Source: an optimization exercise on an open RTL-to-GDS flow (aim: small area and a short achievable clock period). Production flows keep margins and buffers that such runs may drop. The RTL was checked by simulation tests, not by an equivalence proof against the original design.

// ntt_butterfly
module ntt_butterfly
#(
    parameter REG_SIZE = 23
)
(
    input  wire                 clk,
    input  wire                 reset_n,
    input  wire                 zeroize,
    input  wire [2:0]           mode,
    input  wire                 accumulate,
    input  wire                 mlkem,
    input  wire  [REG_SIZE-1:0] opu_i,
    input  wire  [REG_SIZE-1:0] opv_i,
    input  wire  [REG_SIZE-1:0] opw_i,
    output logic [REG_SIZE-1:0] u_o,
    output logic [REG_SIZE-1:0] v_o,
    output logic [REG_SIZE-1:0] pwm_res_o,
    output logic [REG_SIZE-1:0] pairwm_mul_red_o
);
Size in the first run: ~200 flip-flops, about 170 I/O pins, roughly 38000 um^2 of cells after synthesis.
export LEC_CHECK = 0
export ABC_AREA = 1
export CAP_MARGIN = 20
export CORE_MARGIN = 2
export CORE_UTILIZATION = 40
export SETUP_SLACK_MARGIN = 4
export SLEW_MARGIN = 20
create_clock -name core_clock -period 13.0 [get_ports {clk}]
run.sh (not shown) runs the stock make flow with config.mk's settings and CLKGATE_MAP_FILE= SYNTH_SCRIPT=/design/flow/synth_recipe.tcl, a recipe that flattens the netlist after the stock synthesis.
==> next run, changes <==
==> flow/flow/run.sh (new file) <==
#!/bin/bash
# Standard layout, with repair_timing aiming for a larger setup slack margin.
set -euo pipefail
bash standard.sh SETUP_SLACK_MARGIN=6.5 finish > standard.log 2>&1
==> flow/standard.sh (new file) <==
#!/bin/bash
# synth_recipe.tcl (not shown) runs the flow's synth.tcl, then flattens the netlist and writes it again
# the make line also repeats each setting of config.mk as NAME=value (left out here)
make -C /OpenROAD-flow-scripts/flow DESIGN_CONFIG=/design/flow/config.mk WORK_HOME=/design/flow/orfs CLKGATE_MAP_FILE= SYNTH_SCRIPT=/design/flow/synth_recipe.tcl "${@:-finish}"
--- a/flow/config.mk
+++ b/flow/config.mk
@@ -10,4 +10,3 @@
 export CORE_MARGIN = 2
 export CORE_UTILIZATION = 40
-export SETUP_SLACK_MARGIN = 4
 export SLEW_MARGIN = 20
removed: flow/run.sh
Fmax came out higher by 12%.
Final area came out higher by 24%.
Setup slack is better by 940 ps.
Sequential cell count does not change.
Die area stays the same.
==> next run, changes <==
==> flow/flow/run.sh (replaced) <==
#!/bin/bash
# Standard layout; the port buffers use the smallest buffer cell (the resizer
# still upsizes any that timing or slew needs).
set -euo pipefail
bash standard.sh SETUP_SLACK_MARGIN=5.5 "BUFFER_PORTS_ARGS=-buffer_cell sky130_fd_sc_hd__buf_1" finish > standard.log 2>&1
--- a/flow/config.mk
+++ b/flow/config.mk
@@ -10,3 +10,4 @@
 export CORE_MARGIN = 2
 export CORE_UTILIZATION = 40
+export SETUP_SLACK_MARGIN = 5
 export SLEW_MARGIN = 20
The changed run completed without violations.
Critical path depth goes up by 1.
Non-clock buffer count goes down by 316.
Routed wire length is lower by 2.2%.
Clock-buffer cell count came out lower by 2.
Core utilization goes down by 8.4 points.
==> next run, changes <==
==> flow/run.sh (new file) <==
#!/bin/bash
# synth_recipe.tcl (not shown) runs the flow's synth.tcl, then flattens the netlist and writes it again
# the make line also repeats each setting of config.mk as NAME=value (left out here)
make -C /OpenROAD-flow-scripts/flow DESIGN_CONFIG=/design/flow/config.mk WORK_HOME=/design/flow/orfs CLKGATE_MAP_FILE= SYNTH_SCRIPT=/design/flow/synth_recipe.tcl finish
removed: flow/flow/run.sh
removed: flow/standard.sh
Outcome: Sequential share of layout area went up by 0.25 points; wire length went down by 0.41%; register-to-register slack loses 320 ps; sequential cell count is unchanged; fmax went down by 4.1%.
==> next run, changes <==
==> flow/flow/run.sh (new file) <==
#!/bin/bash
# Standard layout; the port buffers use the smallest buffer cell (the resizer
# still upsizes any that timing or slew needs).
set -euo pipefail
bash standard.sh SETUP_SLACK_MARGIN=6 "BUFFER_PORTS_ARGS=-buffer_cell sky130_fd_sc_hd__buf_1" finish > standard.log 2>&1
==> flow/standard.sh (new file) <==
#!/bin/bash
# synth_recipe.tcl (not shown) runs the flow's synth.tcl, then flattens the netlist and writes it again
# the make line also repeats each setting of config.mk as NAME=value (left out here)
make -C /OpenROAD-flow-scripts/flow DESIGN_CONFIG=/design/flow/config.mk WORK_HOME=/design/flow/orfs CLKGATE_MAP_FILE= SYNTH_SCRIPT=/design/flow/synth_recipe.tcl "${@:-finish}"
removed: flow/run.sh
After rerunning: Hold slack improved by 11 ps. Fmax came out higher by 1.5%. Die area stays the same. Via count rises by 1.9%. Synthesized cell count stays the same.
==> next run, changes <==
==> flow/run.sh (new file) <==
#!/bin/bash
# synth_recipe.tcl (not shown) runs the flow's synth.tcl, then flattens the netlist and writes it again
# the make line also repeats each setting of config.mk as NAME=value (left out here)
make -C /OpenROAD-flow-scripts/flow DESIGN_CONFIG=/design/flow/config.mk WORK_HOME=/design/flow/orfs CLKGATE_MAP_FILE= SYNTH_SCRIPT=/design/flow/synth_recipe.tcl finish
--- a/flow/config.mk
+++ b/flow/config.mk
@@ -10,4 +10,4 @@
 export CORE_MARGIN = 2
 export CORE_UTILIZATION = 40
-export SETUP_SLACK_MARGIN = 5
+export SETUP_SLACK_MARGIN = 4.5
 export SLEW_MARGIN = 20
removed: flow/flow/run.sh
removed: flow/standard.sh
What happened: The changed run produced a clean layout. Worst hold slack gets worse by 5.5 ps. Routed wire length went down by 5.0%. Worst setup slack is worse by 480 ps.

-- afterwards: timing with drivers on the ports --
The results above use ideal ports. As a check the final layouts listed here were re-extracted and re-timed, cells and wires unchanged.
Step 1 sets driving cells, clkbuf_16 on the clock port and buf_2 on the other inputs (assumed; they add their load-dependent delay and slew).
Step 2 moves the port delays by t, midway between the first and last clock arrival at a register: inputs arrive t later, outputs are due t later. That takes back most of the time a late clock gives input paths.
a / b / c = ideal / step 1 / step 2; a / b = the first two.
| run | t, ns | setup slack, ns | worst hold slack (ns) | latest minus earliest clock arrival (ns) |
|---|---|---|---|---|
| the first run | 0.660 | 4.363 / 4.363 / 4.363 | 0.472 / 0.472 / 0.472 | 0.059 / 0.059 |
| the second run | 0.629 | 5.302 / 5.302 / 5.302 | 0.506 / 0.506 / 0.506 | 0.056 / 0.057 |
| the third run | 0.655 | 5.505 / 5.505 / 5.505 | 0.468 / 0.468 / 0.468 | 0.079 / 0.079 |
| the fourth run | 0.664 | 5.187 / 5.187 / 4.921 | 0.467 / 0.467 / 0.467 | 0.046 / 0.046 |
| the fifth run | 0.674 | 5.301 / 5.301 / 5.301 | 0.478 / 0.478 / 0.478 | 0.079 / 0.078 |
| the sixth run | 0.660 | 4.820 / 4.820 / 4.704 | 0.472 / 0.472 / 0.472 | 0.059 / 0.059 |
After both steps every run listed still meets setup and hold. For the fourth run, which loses most, drivers alone change the setup slack by 0.000 ns; drivers and shift together by -0.266 ns.
